Background: an optimization exercise with open tools, aiming at small area. Do not read the settings as production practice.
The RTL was checked by simulation tests, not by an equivalence proof against the original design.
Power figures rest on the tool's default switching activity, not on a simulated workload.

`design/flow/constraint.sdc`:
```
create_clock -name core_clock -period 5.0 [get_ports {clk}]
set_input_delay 1.0000 -clock core_clock [delete_from_list [all_inputs] [get_ports {clk}]]
set_output_delay 1.0000 -clock core_clock [all_outputs]
set_load 0.01 [all_outputs]
```
`design/flow/config.mk`:
```
export PLATFORM = sky130hd
export DESIGN_NAME = flexpipe_top
export DESIGN_NICKNAME = flexpipe_top
export VERILOG_FILES = /design/flow/design.v
export SDC_FILE = /design/flow/constraint.sdc
export NUM_CORES = 4
export LEC_CHECK = 0
export CAP_MARGIN = 20
export CORE_AREA = 5 5 275 275
export CTS_BUF_LIST = sky130_fd_sc_hd__clkbuf_8
export CTS_CLUSTER_DIAMETER = 100
export CTS_CLUSTER_SIZE = 16
export DIE_AREA = 0 0 280 280
export GPL_ROUTABILITY_DRIVEN = 0
export SLEW_MARGIN = 20
```
`design/flow/flow/run.sh`:
```
#!/bin/bash
# The standard ORFS layout with these changes:
#  - ABC maps the combinational logic with an area-oriented script
#    (flow/abc_area.script); the rest of the synthesis is the standard flow's own, so the
#    registers, their names and their cells are the standard synthesis's;
#  - the port buffers use the smallest buffer cell;
#  - pins may also sit on met4 on the top and bottom edges, so that the die
#    can be smaller;
#  - one tie cell drives all the constant outputs (no tie fanout repair).
# Each tool's output goes to make_finish.log here and to ORFS's per-step logs
# under orfs/logs/.
set -euo pipefail
here=$(pwd)

sed 's#log_cmd abc {\*}\$abc_args#log_cmd abc -script '"$here"'/flow/abc_area.script {*}[lrange $abc_args 2 end]#' \
    "$FLOW_HOME/scripts/synth.tcl" > synth_area.tcl
grep -q 'flow/abc_area.script' synth_area.tcl
sed 's#source \$::env(SCRIPTS_DIR)/synth.tcl#source '"$here"'/synth_area.tcl#' synth_recipe.tcl > synth_top.tcl
grep -q 'synth_area.tcl' synth_top.tcl
sed 's#SYNTH_SCRIPT=[^ ]*#SYNTH_SCRIPT='"$here"'/synth_top.tcl#' standard.sh > layout.sh
grep -q 'synth_top.tcl' layout.sh

export BUFFER_PORTS_ARGS="-buffer_cell sky130_fd_sc_hd__buf_1"
export IO_PLACER_V="met2 met4"
export SKIP_REPAIR_TIE_FANOUT=1
bash layout.sh > make_finish.log 2>&1
```
`design/flow/flow/abc_area.script`:
```
strash
dch -f
amap -m -F 2 -A 8
```
`design/flow/design.v`:
```
module flexpipe_top (
    input  logic                   clk,
    input  logic                   rst_n,
    input  logic                   dbg_mode,
    output logic [31:0]            dbg_cycle_count,
    input  logic [63:0]            s_axi_awaddr,
    input  logic                   s_axi_awvalid,
    output logic                   s_axi_awready,
    input  logic [31:0]            s_axi_wdata,
    input  logic [3:0]             s_axi_wstrb,
    input  logic                   s_axi_wvalid,
    output logic                   s_axi_wready,
    output logic [1:0]             s_axi_bresp,
    output logic                   s_axi_bvalid,
    input  logic                   s_axi_bready,
    input  logic                   core_idle,
    input  logic                   core_pipeline_drained,
    input  logic                   flip_ack,
    output logic                   request_flip,
    output logic [196:0]           active_config,
    output logic                   layer_start_pulse,
    input  logic [108:0]           core_mem_req,
    input  logic                   core_mem_req_valid,
    output logic                   core_mem_req_ready,
    output logic [267:0]           core_mem_resp,
    output logic                   core_mem_resp_valid,
    output logic [108:0]           mem_master_req,
    output logic                   mem_master_valid,
    input  logic                   mem_master_ready,
    input  logic [267:0]           mem_master_resp,
    input  logic                   mem_master_resp_valid
);
    logic [31:0] dbg_q;
    always @(posedge clk or negedge rst_n) begin
        if (!rst_n)        dbg_q <= 32'd0;
        else if (dbg_mode) dbg_q <= dbg_q + 32'd1;
    end
    assign dbg_cycle_count = dbg_q;
    logic        axi_w, axi_b;
    logic [1:0]  widx;
    logic        wr;
    assign wr = axi_w & s_axi_wvalid;
    always @(posedge clk or negedge rst_n) begin
        if (!rst_n) begin
            axi_w <= 1'b0;
            axi_b <= 1'b0;
            widx  <= 2'd0;
        end else begin
            axi_w <= axi_w ? ~s_axi_wvalid : (~axi_b & s_axi_awvalid);
            axi_b <= axi_b ? ~s_axi_bready : wr;
            if (wr) widx <= widx + 2'd1;
        end
    end
    assign s_axi_awready = ~(axi_w | axi_b);
    assign s_axi_wready  = axi_w;
    assign s_axi_bvalid  = axi_b;
    assign s_axi_bresp   = 2'b00;
    logic [31:0] sh_cc, sh_cb, sh_pw, sh_ds;
    always @(posedge clk) begin
        if (wr && widx == 2'd0) sh_cc <= s_axi_wdata;
        if (wr && widx == 2'd1) sh_cb <= s_axi_wdata;
        if (wr && widx == 2'd2) sh_pw <= s_axi_wdata;
        if (wr && widx == 2'd3) sh_ds <= s_axi_wdata;
    end
    logic        sh_valid, flip_req, start_pulse, act_valid;
    logic [3:0]  epoch;
    logic [31:0] act_cc, act_cb, act_pw, act_ds;
    logic        no_outstanding_active;
    logic        flip;
    assign flip = flip_req & flip_ack;
    always @(posedge clk or negedge rst_n) begin
        if (!rst_n) begin
            sh_valid    <= 1'b0;
            flip_req    <= 1'b0;
            start_pulse <= 1'b0;
            act_valid   <= 1'b0;
            epoch       <= 4'd0;
            act_cc      <= 32'd0;
            act_cb      <= 32'd0;
            act_pw      <= 32'd0;
            act_ds      <= 32'd0;
        end else begin
            sh_valid    <= ~flip & (sh_valid | (wr & widx == 2'd3));
            flip_req    <= flip_req ? ~flip_ack
                                    : (sh_valid & core_idle & core_pipeline_drained & no_outstanding_active);
            start_pulse <= flip;
            if (flip) begin
                act_valid <= 1'b1;
                epoch     <= epoch + 4'd1;
                act_cc    <= sh_cc;
                act_cb    <= sh_cb;
                act_pw    <= sh_pw;
                act_ds    <= sh_ds;
            end
        end
    end
    assign request_flip      = flip_req;
    assign layer_start_pulse = start_pulse;
    assign active_config     = {act_cc, act_cb, act_pw, act_ds, 64'd0, act_valid, epoch};
    logic [7:0] act_cnt;
    logic       core_dec;
    assign core_dec = mem_master_resp_valid & mem_master_resp[1] & ~mem_master_resp[11]
                    & (act_cnt != 8'd0);
    always @(posedge clk or negedge rst_n) begin
        if (!rst_n)                                         act_cnt <= 8'd0;
        else if (core_dec)                                  act_cnt <= act_cnt - 8'd1;
        else if (core_mem_req_valid && mem_master_ready)    act_cnt <= act_cnt + 8'd1;
    end
    assign no_outstanding_active = (act_cnt == 8'd0);
    logic s_pr, s_pw, s_dr, s_dw, s_done;
    logic idle, pf_valid, pf_grant, pf_resp, ep_ok, id_ok;
    logic ptr_hit, data_last, data_hit, more, abort;
    logic [3:0]  walk_epoch;
    logic [31:0] walk_cnt, walk_max;
    logic [63:0] data_addr;
    assign idle      = ~(s_pr | s_pw | s_dr | s_dw | s_done);
    assign pf_valid  = s_pr | s_dr;
    assign pf_grant  = pf_valid & ~core_mem_req_valid & mem_master_ready;
    assign pf_resp   = mem_master_resp_valid & mem_master_resp[11];
    assign ep_ok     = (mem_master_resp[5:2] == epoch);
    assign id_ok     = (mem_master_resp[10:6] == 5'd0);
    assign ptr_hit   = s_pw & pf_resp & ep_ok & id_ok;
    assign data_last = s_dw & pf_resp & ep_ok & mem_master_resp[1];
    assign data_hit  = data_last & id_ok;
    assign more      = (walk_cnt != walk_max);
    assign abort     = ~idle & start_pulse;
    assign walk_epoch = epoch - {3'd0, start_pulse};
    always @(posedge clk or negedge rst_n) begin
        if (!rst_n) begin
            s_pr   <= 1'b0;
            s_pw   <= 1'b0;
            s_dr   <= 1'b0;
            s_dw   <= 1'b0;
            s_done <= 1'b0;
        end else begin
            s_pr   <= ~abort & ((idle & sh_valid) | (s_pr & ~pf_grant) | (data_hit & more));
            s_pw   <= ~abort & ((s_pr & pf_grant) | (s_pw & ~ptr_hit));
            s_dr   <= ~abort & (ptr_hit | (s_dr & ~pf_grant));
            s_dw   <= ~abort & ((s_dr & pf_grant) | (s_dw & ~data_hit));
            s_done <= ~abort & ((data_hit & ~more) | (s_done & sh_valid));
        end
    end
    always @(posedge clk) begin
        if (idle) begin
            walk_cnt <= 32'd0;
            walk_max <= sh_pw;
        end else if (data_last && more) begin
            walk_cnt <= walk_cnt + 32'd1;
        end
    end
    always @(posedge clk) begin
        data_addr <= ({64{s_pw}} & mem_master_resp[75:12]) | ({64{s_dr}} & data_addr);
    end
    logic         sel_core, sel_pr, sel_dr;
    logic [108:0] core_part, pf_part;
    assign sel_core = core_mem_req_valid;
    assign sel_pr   = ~core_mem_req_valid & s_pr;
    assign sel_dr   = ~core_mem_req_valid & s_dr;
    assign core_part = {109{sel_core}} & {core_mem_req[108:13], 1'b0, core_mem_req[11:0]};
    assign pf_part   = {({64{sel_pr}} & {29'd0, walk_cnt, 3'd0}) | ({64{sel_dr}} & data_addr),
                        26'd0, sel_dr, 1'b0, sel_pr, 3'd0,
                        sel_pr | sel_dr, 5'd0,
                        {4{sel_pr | sel_dr}} & walk_epoch,
                        sel_dr, sel_pr,
                        1'b0};
    assign mem_master_valid   = core_mem_req_valid | pf_valid;
    assign mem_master_req     = core_part | pf_part;
    assign core_mem_req_ready = core_mem_req_valid & mem_master_ready;
    assign core_mem_resp       = mem_master_resp;
    assign core_mem_resp_valid = mem_master_resp_valid & ~mem_master_resp[11];
endmodule
```
`design/flow/standard.sh`:
```
#!/bin/bash
# synth_recipe.tcl (not shown) runs the flow's synth.tcl, then flattens the netlist and writes it again
# the make line also repeats each setting of config.mk as NAME=value (left out here)
make -C /OpenROAD-flow-scripts/flow DESIGN_CONFIG=/design/flow/config.mk WORK_HOME=/design/flow/orfs CLKGATE_MAP_FILE= SYNTH_SCRIPT=/design/flow/synth_recipe.tcl "${@:-finish}"
```
==> PnR_summary.wiki, run 1 <==
{| class="wikitable"
! Metric !! Value
|-
| Outcome || timing/DRC/antenna clean
|-
| Leakage Power || 7.45 nW
|-
| Initial antenna violation count || 41
|-
| Vias in the first global route || 13,900
|-
| Max-cap violation count || 0
|-
| PostCTS Resize Cnt || 0
|-
| Count leader, synth || sky130_fd_sc_hd__buf_4
|-
| Post-synthesis xor/xnor area fraction || 0.321%
|-
| WL met1 || 31.8 mm
|-
| # IOs || 1,105
|-
| Rel. slew slack || 36.1%
|-
| Share of the synthesized area in the top cell type || 25.1%
|-
| Worst Max-Slew Pin Slew || 0.959 ns
|-
| Number of flops mapped to enable cells by yosys || 160
|-
| Clock network latency to the later pin of the worst-skew pair || 0.61 ns
|-
| Worst Path Required || 5.52 ns
|-
| Number of buffers added by the clock tree synthesis step || 34
|-
| Arrival time at the worst endpoint || 4.42 ns
|-
| Mean Syn Cell Area || 11.9 um2
|-
| Buffers on Ports || 583
|-
| Hold Fails Final Rpt || 0
|-
| Maximum buffer depth of the clock tree || 3
|-
| Share of synthesized flip-flops with an asynchronous set or reset || 42.0%
|-
| Highest attainable clock frequency || 0.256 GHz
|-
| Number of warnings issued by yosys || 1
|-
| Die X-Extent || 280 um
|-
| Remaining global-route overflow || 0
|-
| Top FF cell, synth || sky130_fd_sc_hd__dfrtp_1
|-
| Post-DR vias/cell || 4.96
|-
| Setup repair after global routing missed its margin || false
|-
| Clock tree from TritonCTS || done
|-
| Met3 wire length || 16.9 mm
|-
| Total length of routed met2 wires || 36.6 mm
|-
| Fraction of final layout cells sized beyond drive strength 1 || 3.82%
|-
| Remaining antenna violation count after routing || 0
|-
| Clk pin slew, worst setup/hold paths || 0.12 ns
|-
| Maximum number of pins on one net before global-route repair || 133
|-
| Sequential fraction of the synthesis area || 59.4%
|-
| Net Count, Synth || 2,108
|-
| H-tree lvl count || 2
|-
| Most frequent cell on the critical path || sky130_fd_sc_hd__clkinv_1
|-
| Mapped Area || 19,100 um2
|-
| Synthesized flop and latch total || 441
|-
| Clock Skew || 0.0333 ns
|-
| Hold-fix buffers at CTS || 0
|-
| Multiplexer share of the synthesized area || 0.0589%
|-
| Placeable core region || 72,600 um2
|-
| Combinational family with the most area after synthesis || compound AO/OA/AOI/OAI gates
|-
| Global-route wire length before repair || 124 mm
|-
| Synthesized-area fraction occupied by adder cells || 0.655%
|-
| Worst ir drop on vdd || 0.347 mV
|-
| Count of final setup violators || 0
|-
| Number of nets in the finished design || 2,413
|-
| Post-CTS Repair Setup Buffers || 0
|-
| Wirelength, routed || 95.9 mm
|-
| Total of fill cells in the finished design || 7,718
|-
| GRT Overall Usage || 23.0%
|-
| Placed Cells || 2,837
|-
| Number of distinct library cells after synthesis || 38
|-
| Height of the chip || 280 um
|-
| Final standard cell count with taps included and fillers excluded || 2,918
|-
| Max FO, Critical Path || 13
|-
| DRT iter0 DRCs || 1,197
|-
| Pins Over Slew Limit || 0
|-
| Compound-gate portion of the synthesized area || 17.6%
|-
| Buffers and inverters on the worst path || 7
|-
| Reg-to-reg critical path startpoint || walk_cnt[3]
|-
| Highest routing layer actually used || met5
|-
| Startpoint of the worst setup timing path || walk_cnt[3]
|-
| Kind of end point of the critical path || flip-flop
|-
| Cell family contributing the most delay on the critical path || simple AND/OR/NAND/NOR gates
|-
| Max incr delay on CP || 0.49 ns
|-
| Top cell type by total area after synthesis || sky130_fd_sc_hd__edfxtp_1
|-
| Total power divided by cell area || 495 nW/um2
|-
| Most numerous cell types in the synthesized netlist || sky130_fd_sc_hd__buf_4, sky130_fd_sc_hd__dfrtp_1, sky130_fd_sc_hd__edfxtp_1
|-
| Simple-Gate Fraction of Synth Area || 6.59%
|-
| Remaining design rule violation count || 0
|-
| Placement row count || 99
|-
| Post-synthesis instance total || 1,609
|-
| Worst path cell trace || clkinv_1 > o221ai_1 > nor4_1 > buf_4 > nand4_1 > clkinv_1 > nor3_2 > buf_4 > clkinv_1 > buf_4 > nor4_1 > clkinv_1 > nor4_1 > nand4_1 > o311a_1
|-
| Cell types with the largest area share after synthesis || sky130_fd_sc_hd__edfxtp_1, sky130_fd_sc_hd__dfrtp_1, sky130_fd_sc_hd__buf_4
|-
| Final min period || 3.91 ns
|-
| Starting utilization of the core area || 26.3%
|-
| Critical path start-end classification || reg -> reg
|-
| Detailed-router iteration count before antenna repair || 6
|-
| Type of the tightest min-delay check || in -> async
|-
| Via count || 14,500
|-
| Hpwl dp || 78.6 mm
|-
| Area enclosed by the die boundary || 78,400 um2
|-
| Layout-stage area growth over the synthesis result || 9.65%
|-
| TritonCTS sink count || 441
|-
| Portion of the clock cycle consumed by the worst path in the final layout || 78.1%
|-
| Final total negative setup slack || 0 ns
|-
| Critical-path top delay cell || sky130_fd_sc_hd__dfxtp_1
|-
| Startpoint types || flip-flop
|-
| Routed length per placed instance || 32.9 um
|-
| CTS root buf || sky130_fd_sc_hd__clkbuf_8
|}
[metal layers]
metal | up-vias | global-route usage (%)
met2 | 926 | 29.6
met3 | 482 | 18.2
li1 | 6203 | -
met5 | - | 4.40
met4 | 26 | 17.1
met1 | 6850 | 24.4
[sequential cells by signal (all words and copies together) (netlist names), 2 cells and up]
register,cells
act_pw,32
act_cb,32
act_ds,32
sh_cb,32
widx,2
act_cnt,8
data_addr,64
sh_pw,32
sh_cc,32
walk_cnt,32
epoch,4
dbg_q,32
walk_max,32
act_cc,32
sh_ds,32
[cell families after synthesis]
group | count (synthesis)
compound gates | 441
xor+xnor | 7
fa+ha+maj | 10
buf+inv | 447
flops | 441
mux | 1
other cells | 1
simple gates | 261
[layout by cell type (no fill, tap or decap), types with 3 or more instances in the layout]
cell type                    n
sky130_fd_sc_hd__nor2b_1    38
sky130_fd_sc_hd__buf_12      6
sky130_fd_sc_hd__or3_1       6
sky130_fd_sc_hd__buf_1     581
sky130_fd_sc_hd__a22oi_1    41
sky130_fd_sc_hd__nor2b_4     4
sky130_fd_sc_hd__nand3_1    13
sky130_fd_sc_hd__a211oi_1   14
sky130_fd_sc_hd__edfxtp_1  160
sky130_fd_sc_hd__ha_1       10
sky130_fd_sc_hd__dfrtp_1   183
sky130_fd_sc_hd__o311a_1     4
sky130_fd_sc_hd__a221oi_1    7
sky130_fd_sc_hd__dfxtp_1    96
sky130_fd_sc_hd__nor3_1     26
sky130_fd_sc_hd__a21oi_1    36
sky130_fd_sc_hd__o22a_1    130
sky130_fd_sc_hd__buf_4      15
sky130_fd_sc_hd__o22ai_1    14
sky130_fd_sc_hd__nor4_1     15
sky130_fd_sc_hd__o221ai_1   16
sky130_fd_sc_hd__inv_1      21
sky130_fd_sc_hd__a22o_1     97
sky130_fd_sc_hd__o21ai_0    71
sky130_fd_sc_hd__or2_0       3
sky130_fd_sc_hd__xor2_1      7
sky130_fd_sc_hd__a311oi_1    4
sky130_fd_sc_hd__nand4_1    17
sky130_fd_sc_hd__nand2_1    48
sky130_fd_sc_hd__clkbuf_8   34
sky130_fd_sc_hd__clkinv_1  111
sky130_fd_sc_hd__nor2_1     82
sky130_fd_sc_hd__diode_2    20
[final cells by class]
type | count | area (um2) | area share (%)
flip-flops and latches | 441 | 11400 | 54.2
multi-input cells | 721 | 4880 | 23.3
repair buffers | 604 | 2430 | 11.6
well taps | 959 | 1200 | 5.73
clock buffers | 34 | 468 | 2.23
inverters | 112 | 423 | 2.02
clock inverters | 27 | 136 | 0.651
diodes | 20 | 50.0 | 0.239
[power by group]
part           switching, mW  total (mW)  internal [mW]
Combinational           1.98        3.18           1.21
Sequential             0.565        5.30           4.73
Clock                   1.23        1.89          0.660
[final timing paths]
path,slack (ns),to,cells after the start
hold / removal,0.31,dbg_q[5],1
max in group asynchronous,3.82,act_cc[3],2
setup reg to reg,1.09,walk_cnt[28],15
setup / recovery,1.09,walk_cnt[28],15
min in group core_clock,0.46,walk_max[7],0
hold reg to reg,0.46,walk_max[7],0
[per-stage QoR]
stage	cell area [um2]	utilization [%]	worst slack, ns	total power [mW]	hold WS [ns]
finish	20900	28.9	1.09	10.4	0.310
global route	20900	28.8	0.654	10.9	0.264
CTS	20900	28.8	0.946	10.5	0.251
detailed placement	20300	28.0	0.515	8.58	0.441
global placement	20300	28.0	0.479	8.50	0.438
floorplan	19100	-	0.241	7.31	0.427
==> inputs of run 2 (changes only) <==
--- a/design/flow/config.mk
+++ b/design/flow/config.mk
@@ -8,7 +8,7 @@
 export CAP_MARGIN = 20
 export CORE_AREA = 5 5 275 275
 export CTS_BUF_LIST = sky130_fd_sc_hd__clkbuf_8
-export CTS_CLUSTER_DIAMETER = 100
+export CTS_CLUSTER_DIAMETER = 60
 export CTS_CLUSTER_SIZE = 16
 export DIE_AREA = 0 0 280 280
 export GPL_ROUTABILITY_DRIVEN = 0
==> PnR_summary.wiki, run 2 <==
{| class="wikitable"
! Metric !! Value
|-
| Remaining antenna violation count after routing || 0 (unchanged)
|-
| Final critical-path setup slack || 1.02 ns (was 1.09 ns)
|-
| Startpoint types || flip-flop (unchanged)
|-
| Combinational family with the most area after synthesis || compound AO/OA/AOI/OAI gates (unchanged)
|-
| Sw Ratio || 36.4% (about the same)
|-
| Max-cap violation count || 0 (unchanged)
|-
| Via count || 14,700 (was 14,500)
|-
| Clk pin slew, worst setup/hold paths || 0.10 ns (was 0.12 ns)
|-
| Most frequent cell on the critical path || sky130_fd_sc_hd__clkinv_1 (unchanged)
|-
| Area used by sequential logic in the layout || 11,400 um2 (unchanged)
|-
| Count leader, synth || sky130_fd_sc_hd__buf_4 (unchanged)
|-
| Number of distinct library cells after synthesis || 38 (unchanged)
|-
| Leakage Power || 7.50 nW (was 7.45 nW)
|-
| Simple-Gate Fraction of Synth Area || 6.59% (unchanged)
|-
| Post-DR vias/cell || 5.01 (was 4.96)
|-
| Hpwl dp || 78.6 mm (unchanged)
|-
| Remaining design rule violation count || 0 (unchanged)
|-
| Wirelength, routed || 96.1 mm (was 95.9 mm)
|-
| Worst Path Required || 5.50 ns (was 5.52 ns)
|-
| Buffers on Ports || 583 (unchanged)
|-
| DRT iter0 DRCs || 1,259 (was 1,197)
|-
| Combined area of the multi-input logic cells || 4880 um2 (unchanged)
|-
| Top FF cell, synth || sky130_fd_sc_hd__dfrtp_1 (unchanged)
|-
| Max FO, Critical Path || 13 (unchanged)
|-
| Number of nets in the finished design || 2,417 (was 2,413)
|-
| Hold-fix buffers at CTS || 0 (unchanged)
|-
| Vias in the first global route || 13,900 (about the same)
|-
| Post-synthesis instance total || 1,609 (unchanged)
|-
| Cell types with the largest area share after synthesis || sky130_fd_sc_hd__edfxtp_1, sky130_fd_sc_hd__dfrtp_1, sky130_fd_sc_hd__buf_4 (unchanged)
|-
| Switching power summed over all nets || 3.85 mW (was 3.77 mW)
|-
| Critical path start-end classification || reg -> reg (unchanged)
|-
| Share of synthesized flip-flops with an asynchronous set or reset || 42.0% (unchanged)
|-
| Routed length per placed instance || 32.9 um (about the same)
|-
| Height of the chip || 280 um (unchanged)
|-
| Detailed-router iteration count before antenna repair || 5 (was 6)
|-
| Hold Fails Final Rpt || 0 (unchanged)
|-
| Maximum number of pins on one net before global-route repair || 133 (unchanged)
|-
| Starting utilization of the core area || 26.3% (unchanged)
|-
| Arrival time at the worst endpoint || 4.48 ns (was 4.42 ns)
|-
| Critical-path top delay cell || sky130_fd_sc_hd__dfxtp_1 (unchanged)
|-
| Portion of the clock cycle consumed by the worst path in the final layout || 79.5% (was 78.1%)
|-
| Part of the power in registers || 50.1% (was 51.1%)
|-
| Clock Skew || 0.0480 ns (was 0.0333 ns)
|-
| Leading cell types in the layout, fill and taps excluded || sky130_fd_sc_hd__buf_1, sky130_fd_sc_hd__dfrtp_1, sky130_fd_sc_hd__edfxtp_1 (unchanged)
|-
| Area enclosed by the die boundary || 78,400 um2 (unchanged)
|-
| Compound-gate portion of the synthesized area || 17.6% (unchanged)
|-
| Flip-flop count of the largest register, all copies and words added || 64 (unchanged)
|-
| Rel. slew slack || 36.3% (was 36.1%)
|-
| Share of the synthesized area in the top cell type || 25.1% (unchanged)
|-
| CTS root buf || sky130_fd_sc_hd__clkbuf_8 (unchanged)
|-
| Highest attainable clock frequency || 0.252 GHz (was 0.256 GHz)
|-
| Placement row count || 99 (unchanged)
|-
| Number of warnings issued by yosys || 1 (unchanged)
|-
| # IOs || 1,105 (unchanged)
|-
| TritonCTS sink count || 441 (unchanged)
|-
| Mapped Area || 19,100 um2 (unchanged)
|-
| Worst ir drop on vdd || 0.304 mV (was 0.347 mV)
|-
| Number of buffers added by the clock tree synthesis step || 38 (was 34)
|-
| Outcome || timing/DRC/antenna clean (unchanged)
|-
| Type of the tightest min-delay check || in -> async (unchanged)
|-
| Maximum buffer depth of the clock tree || 3 (unchanged)
|-
| Global-route wire length before repair || 124 mm (about the same)
|-
| Synthesized-area fraction occupied by adder cells || 0.655% (unchanged)
|-
| Placeable core region || 72,600 um2 (unchanged)
|-
| Combinational fraction of design power || 30.1% (was 30.7%)
|-
| Clock tree from TritonCTS || done (unchanged)
|-
| H-tree lvl count || 2 (unchanged)
|-
| Post-CTS Repair Setup Buffers || 0 (unchanged)
|-
| Final total negative setup slack || 0 ns (unchanged)
|-
| Net Count, Synth || 2,108 (unchanged)
|-
| Setup repair after global routing missed its margin || false (unchanged)
|-
| Die X-Extent || 280 um (unchanged)
|-
| Synthesized flop and latch total || 441 (unchanged)
|-
| Post-Place Worst Slack || 0.515 ns (unchanged)
|-
| Max incr delay on CP || 0.49 ns (about the same)
|-
| Worst Max-Slew Pin Slew || 0.955 ns (was 0.959 ns)
|-
| Post-synthesis xor/xnor area fraction || 0.321% (unchanged)
|-
| Worst path cell trace || clkinv_1 > o221ai_1 > nor4_1 > buf_4 > nand4_1 > clkinv_1 > nor3_2 > buf_4 > clkinv_1 > buf_4 > nor4_1 > clkinv_1 > nor4_1 > nand4_1 > o311a_1 (unchanged)
|-
| Final min period || 3.98 ns (was 3.91 ns)
|-
| Sequential fraction of the synthesis area || 59.4% (unchanged)
|-
| Remaining global-route overflow || 0 (unchanged)
|-
| Fraction of final layout cells sized beyond drive strength 1 || 4.32% (was 3.82%)
|-
| Mean Syn Cell Area || 11.9 um2 (unchanged)
|-
| Number of flops mapped to enable cells by yosys || 160 (unchanged)
|-
| Initial antenna violation count || 44 (was 41)
|-
| Layout-stage area growth over the synthesis result || 10.3% (was 9.65%)
|-
| GRT Overall Usage || 23.0% (about the same)
|-
| Count of final setup violators || 0 (unchanged)
|-
| Most numerous cell types in the synthesized netlist || sky130_fd_sc_hd__buf_4, sky130_fd_sc_hd__dfrtp_1, sky130_fd_sc_hd__edfxtp_1 (unchanged)
|-
| Internal Dissipation || 6.72 mW (was 6.60 mW)
|-
| Top cell type by total area after synthesis || sky130_fd_sc_hd__edfxtp_1 (unchanged)
|-
| Clock network latency to the later pin of the worst-skew pair || 0.62 ns (was 0.61 ns)
|-
| Clock network fraction of total power || 19.8% (was 18.2%)
|-
| Most common library cell in the layout ignoring fill and taps || sky130_fd_sc_hd__buf_1 (unchanged)
|-
| PostCTS Resize Cnt || 0 (unchanged)
|-
| Register with the most flip-flops || data_addr (unchanged)
|-
| Total of fill cells in the finished design || 7,704 (was 7,718)
|-
| Total power divided by cell area || 502 nW/um2 (was 495 nW/um2)
|-
| Multiplexer share of the synthesized area || 0.0589% (unchanged)
|-
| Kind of end point of the critical path || flip-flop (unchanged)
|-
| Pins Over Slew Limit || 0 (unchanged)
|}
==> run 2: cell counts after synthesis <==
No cell type changed its count.
==> run 2: layer usage <==
metal  track usage (%)  share of wire [%]  vias up
li1                  -                  -     6222
met1              24.3                 33     6929
met2              30.0                 38     1002
met3              18.2                 18      481
met4              16.6                 10       32
met5              3.30               0.59        -
==> run 2: worst paths after layout <==
path                           endpoint        start  depth (start not counted)  slack [ns]
hold reg to reg             walk_max[7]     sh_pw[7]                          0        0.45
setup / recovery           walk_cnt[28]  walk_cnt[3]                         15        1.02
hold / removal                 dbg_q[5]        rst_n                          1        0.27
min in group core_clock     walk_max[7]     sh_pw[7]                          0        0.45
setup reg to reg           walk_cnt[28]  walk_cnt[3]                         15        1.02
max in group asynchronous     act_cc[5]        rst_n                          2        3.84
==> run 2: cell families after synthesis <==
family | count (synthesis)
compound gates | 441
xor+xnor | 7
fa+ha+maj | 10
buf+inv | 447
flops | 441
mux | 1
other cells | 1
simple gates | 261
==> run 2: critical path: cells and delay by family, from the launching register on <==
family                 cells  cell delay, ns
AOI/OAI and AO/OA          2            0.61
DFF                        1            0.49
buffers and inverters      7            1.27
and+or+nand+nor            6            1.47
==> run 2: final cells by class <==
cell class / instances / area share (%)
Sequential cell: 441 / 53.9
Multi-Input combinational cell: 721 / 23.2
Timing Repair Buffer: 604 / 11.5
Tap cell: 959 / 5.69
Clock buffer: 39 / 2.55
Inverter: 112 / 2.01
Clock inverter: 29 / 0.903
Antenna cell: 20 / 0.238
==> run 2: power groups by stage <==
| stage | combinational (mW) | clock [mW] | sequential [mW] |
|---|---|---|---|
| floorplan | 1.72 | 0 | 5.59 |
| global placement | 3.16 | 0 | 5.34 |
| detailed placement | 3.21 | 0 | 5.37 |
| CTS | 3.22 | 2.16 | 5.30 |
| global route | 3.42 | 2.29 | 5.41 |
| finish | 3.18 | 2.09 | 5.30 |
==> run 2: per-stage QoR <==
step / hold WS [ns] / cell area, um2 / total power, mW / util (%) / std cells
floorplan: 0.427 / 19100 / 7.31 / - / 1609
global placement: 0.438 / 20300 / 8.50 / 28.0 / 2837
detailed placement: 0.441 / 20300 / 8.58 / 28.0 / 2837
CTS: 0.210 / 21000 / 10.7 / 29.0 / 2905
global route: 0.239 / 21100 / 11.1 / 29.0 / 2920
finish: 0.274 / 21100 / 10.6 / 29.0 / 2925
==> inputs of run 3 (changes only) <==
--- a/design/flow/config.mk
+++ b/design/flow/config.mk
@@ -8,7 +8,7 @@
 export CAP_MARGIN = 20
 export CORE_AREA = 5 5 275 275
 export CTS_BUF_LIST = sky130_fd_sc_hd__clkbuf_8
-export CTS_CLUSTER_DIAMETER = 60
+export CTS_CLUSTER_DIAMETER = 75
 export CTS_CLUSTER_SIZE = 16
 export DIE_AREA = 0 0 280 280
 export GPL_ROUTABILITY_DRIVEN = 0
==> PnR_summary.wiki, run 3 <==
{| class="wikitable"
! Metric !! Value
|-
| Total of fill cells in the finished design || 7,714 (was 7,704)
|-
| Layout-stage area growth over the synthesis result || 10.0% (was 10.3%)
|-
| Worst ir drop on vdd || 0.312 mV (was 0.304 mV)
|-
| Flip-flop count of the largest register, all copies and words added || 64 (unchanged)
|-
| GRT Overall Usage || 23.0% (about the same)
|-
| Final Hold Slack || 0.292 ns (was 0.274 ns)
|-
| Combined area of the multi-input logic cells || 4880 um2 (unchanged)
|-
| Worst setup path endpoint || walk_cnt[28] (unchanged)
|-
| Starting utilization of the core area || 26.3% (unchanged)
|-
| Final min period || 3.93 ns (was 3.98 ns)
|-
| Clk pin slew, worst setup/hold paths || 0.11 ns (was 0.10 ns)
|-
| Share of synthesized flip-flops with an asynchronous set or reset || 42.0% (unchanged)
|-
| Number of buffers added by the clock tree synthesis step || 36 (was 38)
|-
| Height of the chip || 280 um (unchanged)
|-
| Die X-Extent || 280 um (unchanged)
|-
| Flop-to-flop setup slack || 1.07 ns (was 1.02 ns)
|-
| CTS root buf || sky130_fd_sc_hd__clkbuf_8 (unchanged)
|-
| Clock tree from TritonCTS || done (unchanged)
|-
| Routed length per placed instance || 32.9 um (about the same)
|-
| Remaining global-route overflow || 0 (unchanged)
|-
| Post-synthesis instance total || 1,609 (unchanged)
|-
| Startpoint of the worst setup timing path || epoch[1] (was walk_cnt[3])
|-
| Setup repair after global routing missed its margin || false (unchanged)
|-
| Via count || 14,600 (was 14,700)
|-
| Total length of routed met2 wires || 37.4 mm (was 36.5 mm)
|-
| Detailed-router iteration count before antenna repair || 7 (was 5)
|-
| Clock network latency to the later pin of the worst-skew pair || 0.62 ns (about the same)
|-
| Top cell type by total area after synthesis || sky130_fd_sc_hd__edfxtp_1 (unchanged)
|-
| Number of flops mapped to enable cells by yosys || 160 (unchanged)
|-
| Total power divided by cell area || 499 nW/um2 (was 502 nW/um2)
|-
| Highest attainable clock frequency || 0.255 GHz (was 0.252 GHz)
|-
| Highest routing layer actually used || met5 (unchanged)
|-
| Sequential fraction of the synthesis area || 59.4% (unchanged)
|-
| Area enclosed by the die boundary || 78,400 um2 (unchanged)
|-
| Leakage Power || 7.48 nW (was 7.50 nW)
|-
| Kind of end point of the critical path || flip-flop (unchanged)
|-
| Most numerous cell types in the synthesized netlist || sky130_fd_sc_hd__buf_4, sky130_fd_sc_hd__dfrtp_1, sky130_fd_sc_hd__edfxtp_1 (unchanged)
|-
| H-tree lvl count || 2 (unchanged)
|-
| Final critical-path setup slack || 1.07 ns (was 1.02 ns)
|-
| DRT iter0 DRCs || 1,220 (was 1,259)
|-
| Remaining antenna violation count after routing || 0 (unchanged)
|-
| Cell types with the largest area share after synthesis || sky130_fd_sc_hd__edfxtp_1, sky130_fd_sc_hd__dfrtp_1, sky130_fd_sc_hd__buf_4 (unchanged)
|-
| Hpwl dp || 78.6 mm (unchanged)
|-
| Count leader, synth || sky130_fd_sc_hd__buf_4 (unchanged)
|-
| Post-DR vias/cell || 4.98 (was 5.01)
|-
| Placeable core region || 72,600 um2 (unchanged)
|-
| Rel. slew slack || 36.7% (was 36.3%)
|-
| Wirelength, routed || 96.2 mm (was 96.1 mm)
|-
| Worst r2r path cells || 13 (was 15)
|-
| Number of distinct library cells after synthesis || 38 (unchanged)
|-
| Leading cell types in the layout, fill and taps excluded || sky130_fd_sc_hd__buf_1, sky130_fd_sc_hd__dfrtp_1, sky130_fd_sc_hd__edfxtp_1 (unchanged)
|-
| Maximum buffer depth of the clock tree || 3 (unchanged)
|-
| Max FO, Critical Path || 13 (unchanged)
|-
| Remaining design rule violation count || 0 (unchanged)
|-
| Worst flop-to-flop path endpoint || walk_cnt[28] (unchanged)
|-
| TritonCTS sink count || 441 (unchanged)
|-
| Buffers on Ports || 583 (unchanged)
|-
| Arrival time at the worst endpoint || 4.44 ns (was 4.48 ns)
|-
| Max-cap violation count || 0 (unchanged)
|-
| Post-Place Worst Slack || 0.515 ns (unchanged)
|-
| Hold Fails Final Rpt || 0 (unchanged)
|-
| Startpoint types || flip-flop (unchanged)
|-
| Worst Max-Slew Pin Slew || 0.949 ns (was 0.955 ns)
|-
| Synthesized flop and latch total || 441 (unchanged)
|-
| Top FF cell, synth || sky130_fd_sc_hd__dfrtp_1 (unchanged)
|-
| # IOs || 1,105 (unchanged)
|-
| Post-CTS Repair Setup Buffers || 0 (unchanged)
|-
| Hold-fix buffers at CTS || 0 (unchanged)
|-
| Most common library cell in the layout ignoring fill and taps || sky130_fd_sc_hd__buf_1 (unchanged)
|-
| Met3 wire length || 17.4 mm (was 17.1 mm)
|-
| Fraction of final layout cells sized beyond drive strength 1 || 4.12% (was 4.32%)
|-
| Area used by sequential logic in the layout || 11,400 um2 (unchanged)
|-
| Number of warnings issued by yosys || 1 (unchanged)
|-
| Placement row count || 99 (unchanged)
|-
| Count of final setup violators || 0 (unchanged)
|-
| Portion of the clock cycle consumed by the worst path in the final layout || 78.5% (was 79.5%)
|-
| Pins Over Slew Limit || 0 (unchanged)
|-
| Register with the most flip-flops || data_addr (unchanged)
|-
| Final total negative setup slack || 0 ns (unchanged)
|-
| Vias in the first global route || 13,900 (about the same)
|-
| Net Count, Synth || 2,108 (unchanged)
|-
| Mapped Area || 19,100 um2 (unchanged)
|-
| Critical path start-end classification || reg -> reg (unchanged)
|-
| Worst Path Required || 5.51 ns (was 5.50 ns)
|-
| Mean Syn Cell Area || 11.9 um2 (unchanged)
|-
| Reg-to-reg critical path startpoint || epoch[1] (was walk_cnt[3])
|-
| Number of nets in the finished design || 2,415 (was 2,417)
|-
| Initial antenna violation count || 44 (unchanged)
|-
| WL met1 || 31.9 mm (was 32.1 mm)
|-
| Clock Skew || 0.0424 ns (was 0.0480 ns)
|-
| Outcome || timing/DRC/antenna clean (unchanged)
|-
| Type of the tightest min-delay check || in -> async (unchanged)
|-
| PostCTS Resize Cnt || 0 (unchanged)
|-
| Global-route wire length before repair || 125 mm (was 124 mm)
|-
| Share of the synthesized area in the top cell type || 25.1% (unchanged)
|-
| Maximum number of pins on one net before global-route repair || 133 (unchanged)
|}
[run 3: final cells by class]
cell class,count,share of cell area [%]
flip-flops and latches,441,54.1
multi-input cells,721,23.2
repair buffers,604,11.6
well taps,959,5.71
clock buffers,36,2.36
inverters,112,2.01
clock inverters,29,0.822
diodes,22,0.262
[run 3: worst min path at each step]
stage	end	cells past startpoint	start	slack (ns)
6_report	dbg_q[5]	1	rst_n	0.29
5_1_grt	dbg_q[5]	1	rst_n	0.26
4_1_cts	dbg_q[5]	1	rst_n	0.25
3_5_place_dp	walk_max[1]	0	sh_pw[1]	0.44
3_3_place_gp	walk_max[27]	0	sh_pw[27]	0.44
2_1_floorplan	walk_max[0]	0	sh_pw[0]	0.43
[run 3: cells by family (layout without fill, tap and decap cells)]
family | after synthesis | count (layout) | synth area share, %
buf+inv | 447 | 781 | 15.4
compound gates | 441 | 441 | 17.6
flops | 441 | 441 | 59.4
simple gates | 261 | 261 | 6.59
fa+ha+maj | 10 | 10 | 0.655
xor+xnor | 7 | 7 | 0.321
other cells | 1 | 23 | 0.0196
mux | 1 | 1 | 0.0589
[run 3: stage by stage]
stage               cell area, um2  util [%]  total power, mW  instances
floorplan                    19100         -             7.31       1609
global placement             20300      28.0             8.50       2837
detailed placement           20300      28.0             8.58       2837
CTS                          21000      28.9             10.6       2902
global route                 21000      28.9             11.0       2916
finish                       21000      29.0             10.5       2924
[run 3: critical path: stages, from the launching register on]
cell and delay [ns]:
sky130_fd_sc_hd__dfrtp_1 0.43, sky130_fd_sc_hd__clkinv_1 0.20, sky130_fd_sc_hd__nand2_1 0.10, sky130_fd_sc_hd__o21ai_0 0.07, sky130_fd_sc_hd__or4_1 0.61, sky130_fd_sc_hd__nor3_2 0.27, sky130_fd_sc_hd__buf_4 0.20, sky130_fd_sc_hd__clkinv_1 0.09
sky130_fd_sc_hd__buf_4 0.18, sky130_fd_sc_hd__nor4_1 0.33, sky130_fd_sc_hd__clkinv_1 0.25, sky130_fd_sc_hd__nor4_1 0.44, sky130_fd_sc_hd__nand4_1 0.27, sky130_fd_sc_hd__o311a_1 0.38
[run 3: layer usage]
layer | GRT usage (%) | vias up
li1 | - | 6213
met1 | 24.5 | 6860
met2 | 30.2 | 998
met3 | 18.1 | 478
met4 | 16.3 | 26
met5 | 3.05 | -
[run 3: where the power goes]
part / internal (mW) / total (mW) / leakage (nW) / switching [mW]
clock network: 0.714 / 2.00 / 0.399 / 1.28
registers: 4.73 / 5.30 / 4.49 / 0.567
logic: 1.21 / 3.18 / 2.59 / 1.97
total: 6.65 / 10.5 / 7.48 / 3.82

==> re-timing with driven ports <==
How much do the figures lean on ideal ports? The routed layouts below were timed once more, with nothing changed but the port constraints.
Step 1 sets driving cells, clkbuf_16 on the clock port and buf_2 on the other inputs (assumed; they add their load-dependent delay and slew).
Step 2, shift: input delay + t, output delay - t, t = (earliest + latest rising clock arrival at the registers) / 2. This alone moves slack from input paths to output paths.
a / b / c = ideal ports / drivers / drivers and shift; a / b = the first two.
| run | shift t [ns] | slack for setup (ns) | latest minus earliest clock arrival (ns) | worst slew at a driven data input, ns |
|---|---|---|---|---|
| run 1 | 0.643 | 1.094 / 1.094 / 0.514 | 0.034 / 0.033 | 0.34 |
| run 2 | 0.649 | 1.024 / 1.024 / 0.496 | 0.052 / 0.052 | 0.35 |
| run 3 | 0.649 | 1.074 / 1.074 / 0.486 | 0.050 / 0.049 | 0.37 |
After both steps setup and hold are still met in every run listed. The setup slack of run 3, which loses most, moves by 0.000 ns with the drivers and by -0.588 ns with both steps.
